What follows belongs to an exercise in optimizing a design on an open flow for small area, a short achievable clock period and few clock cycles; a production flow would make more cautious choices.
The RTL was checked by simulation tests, not by an equivalence proof against the original design.

==> run F <==
==> flow/design.v <==
module MonMult #(parameter W = 4) (
    input  [65:0]  s_in,
    input  [65:0]  c_in,
    input  [W-1:0] a,
    input  [64:0]  B,
    input  [63:0]  M,
    output [65:0]  s_out,
    output [65:0]  c_out
);
reg [66:0] s, c, ab, ts, tc, qm, us, uc;
reg q, qp;
integer j;
always @* begin
    s  = {1'b0, s_in};
    c  = {1'b0, c_in};
    qp = 1'b0;
    for (j = 0; j < W; j = j + 1) begin
        if (j == 0)
            q = s[0] ^ c[0] ^ (a[0] & B[0]);
        else
            q = ts[1] ^ tc[1] ^ (a[j] & B[0]) ^ (qp & ~M[1]);
        ab = a[j] ? {2'b0, B} : 67'd0;
        ts = s ^ c ^ ab;
        tc = {((s[65:0] & c[65:0]) | (s[65:0] & ab[65:0]) | (c[65:0] & ab[65:0])), 1'b0};
        qm = q ? {3'b0, M} : 67'd0;
        us = ts ^ tc ^ qm;
        uc = {((ts[65:0] & tc[65:0]) | (ts[65:0] & qm[65:0]) | (tc[65:0] & qm[65:0])), 1'b0};
        s  = {1'b0, us[66:1]};
        c  = {1'b0, uc[66:1]};
        qp = q;
    end
end
assign s_out = s[65:0];
assign c_out = c[65:0];
endmodule
module rsa #(parameter W = 4) (
    input             clk,
    input             nreset,
    input             wr_bs,
    input             wr_msg,
    input             wr_mod,
    input             wr_exp,
    input             wr_res,
    input             wr_ctl,
    input      [31:0] wdata,
    input      [7:0]  raddr,
    output     [31:0] rdata,
    output            fabint
);
localparam NC = (66 + W - 1) / W;    
localparam K  = NC * W;              
localparam ST_IDLE = 7'b0000001;
localparam ST_LOAD = 7'b0000010;    
localparam ST_DBL  = 7'b0000100;    
localparam ST_MM   = 7'b0001000;    
localparam ST_FIN  = 7'b0010000;    
localparam ST_RED  = 7'b0100000;    
localparam ST_DONE = 7'b1000000;
localparam K_SQ  = 2'd0;
localparam K_MUL = 2'd1;
localparam K_OUT = 2'd2;
reg        bs;
reg        flag;
reg        done;
reg [6:0]  st;
reg [1:0]  kind;
reg [6:0]  cnt;
reg [5:0]  idx;
reg        found;
reg [64:0] acc;
reg [63:0] xb;
reg [65:0] ss, sc;
reg [W-1:0] a_sl;
wire [63:0] msg, M, E;
rsa_ram ram_0(
    .clk(clk), .bs(bs),
    .wr_msg(wr_msg), .wr_mod(wr_mod), .wr_exp(wr_exp),
    .wdata(wdata),
    .msg(msg), .mod(M), .ex(E));
wire [65:0] s_nx, c_nx;
MonMult #(.W(W)) mm_0(
    .s_in(ss), .c_in(sc), .a(a_sl), .B(acc), .M(M),
    .s_out(s_nx), .c_out(c_nx));
wire        dbl  = st[2];
wire        rst_ = st[5];
wire        sub  = dbl | rst_;
wire [64:0] X    = dbl ? {acc[63:0], 1'b0} : acc;
wire [65:0] P    = {1'b0, ss[64:0] | (X & {65{sub}})};
wire [65:0] Q    = sub ? {2'b11, ~M} : {1'b0, sc[64:0]};
wire [65:0] R    = P + Q + {65'd0, sub};
wire [64:0] sum  = R[64:0];
wire [63:0] red  = R[65] ? X[63:0] : R[63:0];
wire ebit    = E[idx];
wire found_n = found | ebit;
wire dbl_end = st[2] && (cnt == K - 1);
wire mm_end  = st[3] && (cnt == NC - 1);
wire       last = (idx == 6'd0);
wire [1:0] kind_n = (st[4] && kind == K_SQ && ebit) ? K_MUL :
                    last ? K_OUT : K_SQ;
wire [K+W-1:0] a_acc = acc;
wire [K+W-1:0] a_xb  = xb;
wire [4:0]     a_ix  = cnt[4:0] + 5'd1;
wire [W-1:0]   a_one = 1;
always @(posedge clk) begin
    if (st[3])
        a_sl <= (kind == K_SQ)  ? a_acc[a_ix*W +: W] :
                (kind == K_MUL) ? a_xb[a_ix*W +: W]  : {W{1'b0}};
    else if (st[4])
        a_sl <= (kind_n == K_SQ)  ? sum[W-1:0] :
                (kind_n == K_MUL) ? xb[W-1:0]  : a_one;
    else
        a_sl <= (kind_n == K_SQ)  ? red[W-1:0] : a_one;
end
always @(posedge clk) begin
    if (st[3]) begin
        ss <= s_nx;
        sc <= c_nx;
    end else begin
        ss <= 66'd0;
        sc <= 66'd0;
    end
end
always @(posedge clk) begin
    case (1'b1)
    st[1]: begin
        acc   <= {1'b0, msg};
        cnt   <= 7'd0;
        idx   <= 6'd63;
        found <= 1'b0;
    end
    st[2]: begin
        acc <= {1'b0, red};
        xb  <= red;
        cnt <= cnt + 7'd1;
        if (!found) begin
            if (ebit)
                found <= 1'b1;
            else if (!last)
                idx <= idx - 6'd1;
        end
        if (dbl_end) begin
            cnt  <= 7'd0;
            kind <= kind_n;
            if (!found_n)
                acc <= 65'd1;            
            else if (kind_n == K_SQ)
                idx <= idx - 6'd1;
        end
    end
    st[3]: begin
        cnt <= cnt + 7'd1;
    end
    st[4]: begin
        acc  <= sum;
        cnt  <= 7'd0;
        kind <= kind_n;
        if (kind_n == K_SQ)
            idx <= idx - 6'd1;
    end
    st[5]: begin
        acc <= {1'b0, red};
    end
    default: ;
    endcase
end
wire op_wr = wr_msg | wr_mod | wr_exp | wr_res;
wire start = wr_ctl &  wdata[0];
wire stop  = wr_ctl & ~wdata[0];
always @(posedge clk) begin
    if (!nreset) begin
        bs   <= 1'b0;
        flag <= 1'b0;
        done <= 1'b0;
        st   <= ST_IDLE;
    end else begin
        if (wr_bs)
            bs <= wdata[0];
        if (op_wr | stop) begin
            flag <= 1'b0;
            done <= 1'b0;
            st   <= ST_IDLE;
        end else if (start) begin
            flag <= 1'b1;
            done <= 1'b0;
            st   <= ST_LOAD;
        end else begin
            case (1'b1)
            st[1]:   st <= ST_DBL;
            st[2]:   if (dbl_end) begin
                         if (!found_n) begin
                             done <= 1'b1;
                             st   <= ST_DONE;
                         end else
                             st <= ST_MM;
                     end
            st[3]:   if (mm_end) st <= ST_FIN;
            st[4]:   st <= (kind == K_OUT) ? ST_RED : ST_MM;
            st[5]:   begin
                         done <= 1'b1;
                         st   <= ST_DONE;
                     end
            default: ;
            endcase
        end
    end
end
assign fabint = done;
assign rdata = ~raddr[5] ? {31'd0, flag} :
                raddr[2] ? {31'd0, done} :
                (bs ? acc[63:32] : acc[31:0]);
endmodule
module rsa_ram(
    input             clk,
    input             bs,
    input             wr_msg,
    input             wr_mod,
    input             wr_exp,
    input      [31:0] wdata,
    output reg [63:0] msg,
    output reg [63:0] mod,
    output reg [63:0] ex
);
always @(posedge clk) begin
    if (wr_msg & ~bs) msg[31:0]  <= wdata;
    if (wr_msg &  bs) msg[63:32] <= wdata;
    if (wr_mod & ~bs) mod[31:0]  <= wdata;
    if (wr_mod &  bs) mod[63:32] <= wdata;
    if (wr_exp & ~bs) ex[31:0]   <= wdata;
    if (wr_exp &  bs) ex[63:32]  <= wdata;
end
endmodule
module locknet_rsa(
    input         PCLK,
    input         PRESETN,
    input         PSEL,
    input         PENABLE,
    input         PWRITE,
    input  [7:0]  PADDR,
    input  [31:0] PWDATA,
    output [31:0] PRDATA,
    output        PREADY,
    output        PSLVERR,
    output        FABINT
);
assign PREADY  = 1'b1;
assign PSLVERR = 1'b0;
wire wr   = PSEL & PENABLE & PWRITE;
wire wsel = wr & (PADDR[7:5] == 3'b000) & (PADDR[1:0] == 2'b00);
rsa rsa_0(
    .clk(PCLK),
    .nreset(PRESETN),
    .wr_bs (wsel & (PADDR[4:2] == 3'b010)),    
    .wr_msg(wsel & (PADDR[4:2] == 3'b011)),    
    .wr_mod(wsel & (PADDR[4:2] == 3'b100)),    
    .wr_exp(wsel & (PADDR[4:2] == 3'b101)),    
    .wr_res(wsel & (PADDR[4:2] == 3'b110)),    
    .wr_ctl(wsel & (PADDR[4:2] == 3'b111)),    
    .wdata(PWDATA),
    .raddr(PADDR),
    .rdata(PRDATA),
    .fabint(FABINT)
);
endmodule
==> flow/run.sh <==
#!/bin/bash
# synth_recipe.tcl (not shown) runs the flow's synth.tcl, then flattens the netlist and writes it again
# the make line also repeats each setting of config.mk as NAME=value (left out here)
make -C /OpenROAD-flow-scripts/flow DESIGN_CONFIG=/design/flow/config.mk WORK_HOME=/design/flow/orfs CLKGATE_MAP_FILE= SYNTH_SCRIPT=/design/flow/synth_recipe.tcl finish
==> flow/config.mk <==
export PLATFORM = sky130hd
export DESIGN_NAME = locknet_rsa
export DESIGN_NICKNAME = locknet_rsa
export VERILOG_FILES = /design/flow/design.v
export SDC_FILE = /design/flow/constraint.sdc
export NUM_CORES = 4
export LEC_CHECK = 0
export ABC_CLOCK_PERIOD_IN_PS = 4000
export CAP_MARGIN = 20
export CORE_MARGIN = 2
export CORE_UTILIZATION = 40
export PLACE_DENSITY = 0.6
export SETUP_SLACK_MARGIN = 5
export SLEW_MARGIN = 20
==> flow/constraint.sdc <==
create_clock -name core_clock -period 10.0 [get_ports {PCLK}]
set_input_delay 2.0000 -clock core_clock [delete_from_list [all_inputs] [get_ports {PCLK}]]
set_output_delay 2.0000 -clock core_clock [all_outputs]
set_load 0.01 [all_outputs]
==> run X (differences from run F) <==
--- a/flow/design.v
+++ b/flow/design.v
@@ -4,2 +4,3 @@
     input  [W-1:0] a,
+    input          q0,               
     input  [64:0]  B,
@@ -18,3 +19,3 @@
         if (j == 0)
-            q = s[0] ^ c[0] ^ (a[0] & B[0]);
+            q = q0;
         else
@@ -80,4 +81,5 @@
 wire [65:0] s_nx, c_nx;
+reg q0;
 MonMult #(.W(W)) mm_0(
-    .s_in(ss), .c_in(sc), .a(a_sl), .B(acc), .M(M),
+    .s_in(ss), .c_in(sc), .a(a_sl), .q0(q0), .B(acc), .M(M),
     .s_out(s_nx), .c_out(c_nx));
@@ -103,11 +105,17 @@
 wire [W-1:0]   a_one = 1;
-always @(posedge clk) begin
+reg [W-1:0] a_sl_n;
+always @* begin
     if (st[3])
-        a_sl <= (kind == K_SQ)  ? a_acc[a_ix*W +: W] :
-                (kind == K_MUL) ? a_xb[a_ix*W +: W]  : {W{1'b0}};
+        a_sl_n = (kind == K_SQ)  ? a_acc[a_ix*W +: W] :
+                 (kind == K_MUL) ? a_xb[a_ix*W +: W]  : {W{1'b0}};
     else if (st[4])
-        a_sl <= (kind_n == K_SQ)  ? sum[W-1:0] :
-                (kind_n == K_MUL) ? xb[W-1:0]  : a_one;
+        a_sl_n = (kind_n == K_SQ)  ? sum[W-1:0] :
+                 (kind_n == K_MUL) ? xb[W-1:0]  : a_one;
     else
-        a_sl <= (kind_n == K_SQ)  ? red[W-1:0] : a_one;
+        a_sl_n = (kind_n == K_SQ)  ? red[W-1:0] : a_one;
+end
+wire b0_n = st[3] ? acc[0] : st[4] ? sum[0] : red[0];
+always @(posedge clk) begin
+    a_sl <= a_sl_n;
+    q0   <= (st[3] ? (s_nx[0] ^ c_nx[0]) : 1'b0) ^ (a_sl_n[0] & b0_n);
 end
--- a/flow/config.mk
+++ b/flow/config.mk
@@ -10,4 +10,4 @@
 export CORE_MARGIN = 2
-export CORE_UTILIZATION = 40
-export PLACE_DENSITY = 0.6
+export CORE_UTILIZATION = 65
+export PLACE_DENSITY = 0.75
 export SETUP_SLACK_MARGIN = 5
==> impl_metrics.env <==
export IMPL_grt_pass1_vias=29579
export IMPL_post_synth_main_area_contributors="sky130_fd_sc_hd__fa_1 26%, sky130_fd_sc_hd__edfxtp_1 25%, sky130_fd_sc_hd__dfxtp_1 8.1%, sky130_fd_sc_hd__nand2_1 4.5%, sky130_fd_sc_hd__and2_1 4.5%"
export IMPL_largest_net_degree_at_the_start_of_global_routing=86
export IMPL_n_tap_cell=1276
export IMPL_tritoncts_buffers=54
export IMPL_vdd_drop_max_mv=0.136
export IMPL_layout_cell_area_non_filler_um2=45300
export IMPL_clock_sinks=481
export IMPL_grt_met2_usage_pct=43.4
export IMPL_initial_core_util_pct=40.4
export IMPL_worst_pin_slew_ps=1080
export IMPL_critical_path_peak_fanout=7
export IMPL_share_comb_of_total_power_pct=8.0
export IMPL_status="timing/DRC/antenna clean"
the above is filed under run F

==> impl_metrics.env <==
export IMPL_grt_met2_usage_pct=63.8
export IMPL_initial_core_util_pct=66.0
export IMPL_worst_pin_slew_ps=1120
export IMPL_clock_sinks=482
export IMPL_layout_cell_area_non_filler_um2=44700
export IMPL_tritoncts_buffers=53
export IMPL_overflow=0
export IMPL_post_synth_main_area_contributors="sky130_fd_sc_hd__fa_1 27%, sky130_fd_sc_hd__edfxtp_1 25%, sky130_fd_sc_hd__dfxtp_1 8.2%, sky130_fd_sc_hd__nand2_1 5.5%, sky130_fd_sc_hd__and2_1 4.4%"
export IMPL_share_comb_of_total_power_pct=7.9
export IMPL_n_tap_cell=773
export IMPL_status="timing/DRC/antenna clean"
export IMPL_critical_path_peak_fanout=2
the above is filed under run X

Testbench counts of run F, summed over its fixed seeds: cycles 28,016.
Testbench counts of run X, summed over its fixed seeds: cycles 28,016.

========
==> run A: inputs <==
Another version of the RTL of locknet_rsa (not shown whole).
==> module MonMult, before the edit <==
module MonMult #(parameter W = 3) (
    input  [65:0]  s_in,
    input  [65:0]  c_in,
    input  [W-1:0] a,
    input  [64:0]  B,
    input  [63:0]  M,
    output [65:0]  s_out,
    output [65:0]  c_out
);
reg [66:0] s, c, ab, ts, tc, qm, us, uc;
reg q;
integer j;
always @* begin
    s = {1'b0, s_in};
    c = {1'b0, c_in};
    for (j = 0; j < W; j = j + 1) begin
        ab = a[j] ? {2'b0, B} : 67'd0;
        ts = s ^ c ^ ab;
        tc = {((s[65:0] & c[65:0]) | (s[65:0] & ab[65:0]) | (c[65:0] & ab[65:0])), 1'b0};
        q  = ts[0];
        qm = q ? {3'b0, M} : 67'd0;
        us = ts ^ tc ^ qm;
        uc = {((ts[65:0] & tc[65:0]) | (ts[65:0] & qm[65:0]) | (tc[65:0] & qm[65:0])), 1'b0};
        s  = {1'b0, us[66:1]};
        c  = {1'b0, uc[66:1]};
    end
end
assign s_out = s[65:0];
assign c_out = c[65:0];
endmodule
==> module rsa, before the edit <==
module rsa #(parameter W = 3) (
    input             clk,
    input             nreset,
    input             wr_bs,
    input             wr_msg,
    input             wr_mod,
    input             wr_exp,
    input             wr_res,
    input             wr_ctl,
    input      [31:0] wdata,
    input      [7:0]  raddr,
    output     [31:0] rdata,
    output            fabint
);
localparam NC = (66 + W - 1) / W;    
localparam K  = NC * W;              
localparam ST_IDLE = 7'b0000001;
localparam ST_LOAD = 7'b0000010;    
localparam ST_DBL  = 7'b0000100;    
localparam ST_MM   = 7'b0001000;    
localparam ST_FIN  = 7'b0010000;    
localparam ST_RED  = 7'b0100000;    
localparam ST_DONE = 7'b1000000;
localparam K_SQ  = 2'd0;
localparam K_MUL = 2'd1;
localparam K_OUT = 2'd2;
reg        bs;
reg        flag;
reg        done;
reg [6:0]  st;
reg [1:0]  kind;
reg [6:0]  cnt;
reg [5:0]  idx;
reg        found;
reg [64:0] acc;
reg [63:0] xb;
reg [65:0] ss, sc;
reg [W-1:0] a_sl;
wire [63:0] msg, M, E;
rsa_ram ram_0(
    .clk(clk), .bs(bs),
    .wr_msg(wr_msg), .wr_mod(wr_mod), .wr_exp(wr_exp),
    .wdata(wdata),
    .msg(msg), .mod(M), .ex(E));
wire [65:0] s_nx, c_nx;
MonMult #(.W(W)) mm_0(
    .s_in(ss), .c_in(sc), .a(a_sl), .B(acc), .M(M),
    .s_out(s_nx), .c_out(c_nx));
wire        dbl  = st[2];
wire        rst_ = st[5];
wire        sub  = dbl | rst_;
wire [64:0] X    = dbl ? {acc[63:0], 1'b0} : acc;
wire [65:0] P    = {1'b0, ss[64:0] | (X & {65{sub}})};
wire [65:0] Q    = sub ? {2'b11, ~M} : {1'b0, sc[64:0]};
wire [65:0] R    = P + Q + {65'd0, sub};
wire [64:0] sum  = R[64:0];
wire [63:0] red  = R[65] ? X[63:0] : R[63:0];
wire ebit    = E[idx];
wire found_n = found | ebit;
wire dbl_end = st[2] && (cnt == K - 1);
wire mm_end  = st[3] && (cnt == NC - 1);
wire       last = (idx == 6'd0);
wire [1:0] kind_n = (st[4] && kind == K_SQ && ebit) ? K_MUL :
                    last ? K_OUT : K_SQ;
wire [K+W-1:0] a_acc = acc;
wire [K+W-1:0] a_xb  = xb;
wire [4:0]     a_ix  = cnt[4:0] + 5'd1;
wire [W-1:0]   a_one = 1;
always @(posedge clk) begin
    if (st[3])
        a_sl <= (kind == K_SQ)  ? a_acc[a_ix*W +: W] :
                (kind == K_MUL) ? a_xb[a_ix*W +: W]  : {W{1'b0}};
    else if (st[4])
        a_sl <= (kind_n == K_SQ)  ? sum[W-1:0] :
                (kind_n == K_MUL) ? xb[W-1:0]  : a_one;
    else
        a_sl <= (kind_n == K_SQ)  ? red[W-1:0] : a_one;
end
always @(posedge clk) begin
    if (st[3]) begin
        ss <= s_nx;
        sc <= c_nx;
    end else begin
        ss <= 66'd0;
        sc <= 66'd0;
    end
end
always @(posedge clk) begin
    case (1'b1)
    st[1]: begin
        acc   <= {1'b0, msg};
        cnt   <= 7'd0;
        idx   <= 6'd63;
        found <= 1'b0;
    end
    st[2]: begin
        acc <= {1'b0, red};
        xb  <= red;
        cnt <= cnt + 7'd1;
        if (!found) begin
            if (ebit)
                found <= 1'b1;
            else if (!last)
                idx <= idx - 6'd1;
        end
        if (dbl_end) begin
            cnt  <= 7'd0;
            kind <= kind_n;
            if (!found_n)
                acc <= 65'd1;            
            else if (kind_n == K_SQ)
                idx <= idx - 6'd1;
        end
    end
    st[3]: begin
        cnt <= cnt + 7'd1;
    end
    st[4]: begin
        acc  <= sum;
        cnt  <= 7'd0;
        kind <= kind_n;
        if (kind_n == K_SQ)
            idx <= idx - 6'd1;
    end
    st[5]: begin
        acc <= {1'b0, red};
    end
    default: ;
    endcase
end
wire op_wr = wr_msg | wr_mod | wr_exp | wr_res;
wire start = wr_ctl &  wdata[0];
wire stop  = wr_ctl & ~wdata[0];
always @(posedge clk) begin
    if (!nreset) begin
        bs   <= 1'b0;
        flag <= 1'b0;
        done <= 1'b0;
        st   <= ST_IDLE;
    end else begin
        if (wr_bs)
            bs <= wdata[0];
        if (op_wr | stop) begin
            flag <= 1'b0;
            done <= 1'b0;
            st   <= ST_IDLE;
        end else if (start) begin
            flag <= 1'b1;
            done <= 1'b0;
            st   <= ST_LOAD;
        end else begin
            case (1'b1)
            st[1]:   st <= ST_DBL;
            st[2]:   if (dbl_end) begin
                         if (!found_n) begin
                             done <= 1'b1;
                             st   <= ST_DONE;
                         end else
                             st <= ST_MM;
                     end
            st[3]:   if (mm_end) st <= ST_FIN;
            st[4]:   st <= (kind == K_OUT) ? ST_RED : ST_MM;
            st[5]:   begin
                         done <= 1'b1;
                         st   <= ST_DONE;
                     end
            default: ;
            endcase
        end
    end
end
assign fabint = done;
assign rdata = ~raddr[5] ? {31'd0, flag} :
                raddr[2] ? {31'd0, done} :
                (bs ? acc[63:32] : acc[31:0]);
endmodule
export LEC_CHECK = 0
export ABC_CLOCK_PERIOD_IN_PS = 5000
export CAP_MARGIN = 20
export CORE_MARGIN = 2
export CORE_UTILIZATION = 40
export PLACE_DENSITY = 0.6
export SETUP_SLACK_MARGIN = 4.5
export SLEW_MARGIN = 20
create_clock -name core_clock -period 10.0 [get_ports {PCLK}]
run.sh (not shown) runs the stock make flow with config.mk's settings and CLKGATE_MAP_FILE= SYNTH_SCRIPT=/design/flow/synth_recipe.tcl, a recipe that flattens the netlist after the stock synthesis.
==> inputs of run Z, as changes to run A <==
==> flow/design.v, changed modules only <==
module MonMult #(parameter W = 4) (
    input  [65:0]  s_in,
    input  [65:0]  c_in,
    input  [W-1:0] a,
    input          q0,               
    input  [64:0]  B,
    input  [63:0]  M,
    output [65:0]  s_out,
    output [65:0]  c_out
);
reg [66:0] s, c, ab, ts, tc, qm, us, uc;
reg q, qp;
integer j;
always @* begin
    s  = {1'b0, s_in};
    c  = {1'b0, c_in};
    qp = 1'b0;
    for (j = 0; j < W; j = j + 1) begin
        if (j == 0)
            q = q0;
        else
            q = ts[1] ^ tc[1] ^ (a[j] & B[0]) ^ (qp & ~M[1]);
        ab = a[j] ? {2'b0, B} : 67'd0;
        ts = s ^ c ^ ab;
        tc = {((s[65:0] & c[65:0]) | (s[65:0] & ab[65:0]) | (c[65:0] & ab[65:0])), 1'b0};
        qm = q ? {3'b0, M} : 67'd0;
        us = ts ^ tc ^ qm;
        uc = {((ts[65:0] & tc[65:0]) | (ts[65:0] & qm[65:0]) | (tc[65:0] & qm[65:0])), 1'b0};
        s  = {1'b0, us[66:1]};
        c  = {1'b0, uc[66:1]};
        qp = q;
    end
end
assign s_out = s[65:0];
assign c_out = c[65:0];
endmodule
module rsa #(parameter W = 4) (
    input             clk,
    input             nreset,
    input             wr_bs,
    input             wr_msg,
    input             wr_mod,
    input             wr_exp,
    input             wr_res,
    input             wr_ctl,
    input      [31:0] wdata,
    input      [7:0]  raddr,
    output     [31:0] rdata,
    output            fabint
);
localparam NC = (66 + W - 1) / W;    
localparam K  = NC * W;              
localparam ST_IDLE = 7'b0000001;
localparam ST_LOAD = 7'b0000010;    
localparam ST_DBL  = 7'b0000100;    
localparam ST_MM   = 7'b0001000;    
localparam ST_FIN  = 7'b0010000;    
localparam ST_RED  = 7'b0100000;    
localparam ST_DONE = 7'b1000000;
localparam K_SQ   = 3'd0;           
localparam K_MUL  = 3'd1;           
localparam K_MUL3 = 3'd2;           
localparam K_MULP = 3'd3;           
localparam K_OUT  = 3'd4;           
localparam PL_NONE = 2'd0;          
localparam PL_W1   = 2'd1;          
localparam PL_M3   = 2'd2;          
localparam PL_P    = 2'd3;          
reg        bs;
reg        flag;
reg        done;
reg [6:0]  st;
reg [2:0]  kind;
reg [1:0]  plan;
reg        w11;                     
reg [6:0]  cnt;
reg [5:0]  idx;                     
reg        none;                    
reg        found;
reg [64:0] acc;
reg [63:0] xb;
reg [64:0] x3;
reg [65:0] ss, sc;
reg [W-1:0] a_sl;
reg        q0;
wire [63:0] msg, M, E;
rsa_ram ram_0(
    .clk(clk), .bs(bs),
    .wr_msg(wr_msg), .wr_mod(wr_mod), .wr_exp(wr_exp),
    .wdata(wdata),
    .msg(msg), .mod(M), .ex(E));
wire [65:0] s_nx, c_nx;
MonMult #(.W(W)) mm_0(
    .s_in(ss), .c_in(sc), .a(a_sl), .q0(q0), .B(acc), .M(M),
    .s_out(s_nx), .c_out(c_nx));
wire        dbl  = st[2];
wire        rst_ = st[5];
wire        sub  = dbl | rst_;
wire [64:0] X    = dbl ? {acc[63:0], 1'b0} : acc;
wire [65:0] P    = {1'b0, ss[64:0] | (X & {65{sub}})};
wire [65:0] Q    = sub ? {2'b11, ~M} : {1'b0, sc[64:0]};
wire [65:0] R    = P + Q + {65'd0, sub};
wire [64:0] sum  = R[64:0];
wire [63:0] red  = R[65] ? X[63:0] : R[63:0];
wire ebit    = E[idx];
wire found_n = found | ebit;
wire dbl_end = st[2] && (cnt == K - 1);
wire mm_end  = st[3] && (cnt == NC - 1);
wire last    = (idx == 6'd0);
reg [2:0] kind_n;
reg [1:0] plan_n;
reg       take;                     
always @* begin
    kind_n = K_SQ;
    plan_n = PL_NONE;
    take   = 1'b0;
    if (st[2]) begin
        if (last) begin
            kind_n = K_OUT;
        end else begin
            plan_n = PL_P;
            take   = 1'b1;
        end
    end else if (kind == K_SQ && plan == PL_P) begin
        kind_n = K_MULP;
        take   = 1'b1;
    end else if (kind == K_SQ && plan == PL_W1) begin
        if (!none && ebit) begin
            plan_n = PL_M3;
            take   = 1'b1;
        end else begin
            kind_n = K_MUL;
        end
    end else if (kind == K_SQ && plan == PL_M3) begin
        kind_n = K_MUL3;
    end else begin
        if (none) begin
            kind_n = K_OUT;
        end else begin
            plan_n = ebit ? PL_W1 : PL_NONE;
            take   = 1'b1;
        end
    end
end
wire       acc_we  = !(kind == K_MULP && !w11);
wire [64:0] acc_fin = acc_we ? sum : acc;
wire [K+W-1:0] a_acc = acc;
wire [K+W-1:0] a_xb  = xb;
wire [K+W-1:0] a_x3  = x3;
wire [4:0]     a_ix  = cnt[4:0] + 5'd1;
wire [W-1:0]   a_one = 1;
reg  [W-1:0]   a_sl_n;
always @* begin
    if (st[3])
        case (kind)
        K_SQ:    a_sl_n = a_acc[a_ix*W +: W];
        K_MUL,
        K_MULP:  a_sl_n = a_xb[a_ix*W +: W];
        K_MUL3:  a_sl_n = a_x3[a_ix*W +: W];
        default: a_sl_n = {W{1'b0}};
        endcase
    else if (st[4])
        case (kind_n)
        K_SQ:    a_sl_n = acc_fin[W-1:0];
        K_MUL,
        K_MULP:  a_sl_n = xb[W-1:0];
        K_MUL3:  a_sl_n = x3[W-1:0];
        default: a_sl_n = a_one;
        endcase
    else
        a_sl_n = (kind_n == K_SQ) ? red[W-1:0] : a_one;
end
wire b0_n = st[3] ? acc[0] : st[4] ? acc_fin[0] : red[0];
always @(posedge clk) begin
    a_sl <= a_sl_n;
    q0   <= (st[3] ? (s_nx[0] ^ c_nx[0]) : 1'b0) ^ (a_sl_n[0] & b0_n);
end
always @(posedge clk) begin
    if (st[3]) begin
        ss <= s_nx;
        sc <= c_nx;
    end else begin
        ss <= 66'd0;
        sc <= 66'd0;
    end
end
always @(posedge clk) begin
    case (1'b1)
    st[1]: begin
        acc   <= {1'b0, msg};
        cnt   <= 7'd0;
        idx   <= 6'd63;
        none  <= 1'b0;
        found <= 1'b0;
    end
    st[2]: begin
        acc <= {1'b0, red};
        xb  <= red;
        cnt <= cnt + 7'd1;
        if (!found) begin
            if (ebit)
                found <= 1'b1;
            else if (!last)
                idx <= idx - 6'd1;
        end
        if (dbl_end) begin
            cnt  <= 7'd0;
            kind <= kind_n;
            plan <= plan_n;
            if (!found_n)
                acc <= 65'd1;            
            else if (take)
                idx <= idx - 6'd1;
        end
    end
    st[3]: begin
        cnt <= cnt + 7'd1;
    end
    st[4]: begin
        if (acc_we)
            acc <= sum;
        if (kind == K_MULP)
            x3 <= sum;
        if (kind == K_SQ && plan == PL_P)
            w11 <= ebit;
        cnt  <= 7'd0;
        kind <= kind_n;
        plan <= plan_n;
        if (take) begin
            if (last)
                none <= 1'b1;
            else
                idx <= idx - 6'd1;
        end
    end
    st[5]: begin
        acc <= {1'b0, red};
    end
    default: ;
    endcase
end
wire op_wr = wr_msg | wr_mod | wr_exp | wr_res;
wire start = wr_ctl &  wdata[0];
wire stop  = wr_ctl & ~wdata[0];
always @(posedge clk) begin
    if (!nreset) begin
        bs   <= 1'b0;
        flag <= 1'b0;
        done <= 1'b0;
        st   <= ST_IDLE;
    end else begin
        if (wr_bs)
            bs <= wdata[0];
        if (op_wr | stop) begin
            flag <= 1'b0;
            done <= 1'b0;
            st   <= ST_IDLE;
        end else if (start) begin
            flag <= 1'b1;
            done <= 1'b0;
            st   <= ST_LOAD;
        end else begin
            case (1'b1)
            st[1]:   st <= ST_DBL;
            st[2]:   if (dbl_end) begin
                         if (!found_n) begin
                             done <= 1'b1;
                             st   <= ST_DONE;
                         end else
                             st <= ST_MM;
                     end
            st[3]:   if (mm_end) st <= ST_FIN;
            st[4]:   st <= (kind == K_OUT) ? ST_RED : ST_MM;
            st[5]:   begin
                         done <= 1'b1;
                         st   <= ST_DONE;
                     end
            default: ;
            endcase
        end
    end
end
assign fabint = done;
assign rdata = ~raddr[5] ? {31'd0, flag} :
                raddr[2] ? {31'd0, done} :
                (bs ? acc[63:32] : acc[31:0]);
endmodule
- ABC_CLOCK_PERIOD_IN_PS: 5000 -> 4000
- CORE_UTILIZATION: 40 -> 65
- CTS_BUF_LIST: default -> sky130_fd_sc_hd__clkbuf_8
- CTS_CLUSTER_SIZE: default -> 20
- PLACE_DENSITY: 0.6 -> 0.75
- SETUP_SLACK_MARGIN: 4.5 -> 5
==> impl_metrics.csv <==
group,metric,value,unit
outcome,status,"timing/DRC/antenna clean",
critical_path,worstPathArrival,6.11,ns
synthesis,synth_cells,3487,
grt,grtUsageTotal,26.6,%
critical_path,crit_slowest_cell,"dfxtp_4",
That was run A.
==> impl_metrics.csv <==
group,metric,value,unit
outcome,status,"timing/DRC/antenna clean",
synthesis,synth_cells,3928,
grt,grtUsageTotal,44.9,%
power_and_ir_drop,power_frac_comb,5.7,%
critical_path,worstPathArrival,5.90,ns
clocking,ctsResizeCount,137,
synthesis,synth_top_family_by_area,"adder cells",
critical_path,crit_slowest_cell,"fa_2",
That was run Z.
Testbench counts of run A, summed over its fixed seeds: cycles 35,344.
Testbench counts of run Z, summed over its fixed seeds: cycles 25,460.

-- separate check: timing with driven ports --
No port has a modelled driver above. Below, the same layouts with a new extraction and two added sets of constraints. Step 1: set_driving_cell puts a clkbuf_16 on PCLK and a buf_2 on each other input, an assumption about the parent block. Step 2 times the ports against the registers' clock, not the clock port: input delays grow and output delays shrink by t, the midpoint of the rising clock arrivals with the driver on. Slacks: no drivers / after step 1 / after step 2; pairs: no drivers / after step 1.
run	shift t [ns]	slack for setup (ns)	worst data-port slew with drivers (ns)
run F	0.711	4.533 / 4.533 / 4.533	0.04
run X	0.693	4.607 / 4.607 / 4.607	0.04
run A	0.708	4.411 / 4.411 / 4.411	0.04
run Z	0.784	4.678 / 4.678 / 4.678	0.13
After both steps every run listed still meets setup and hold.
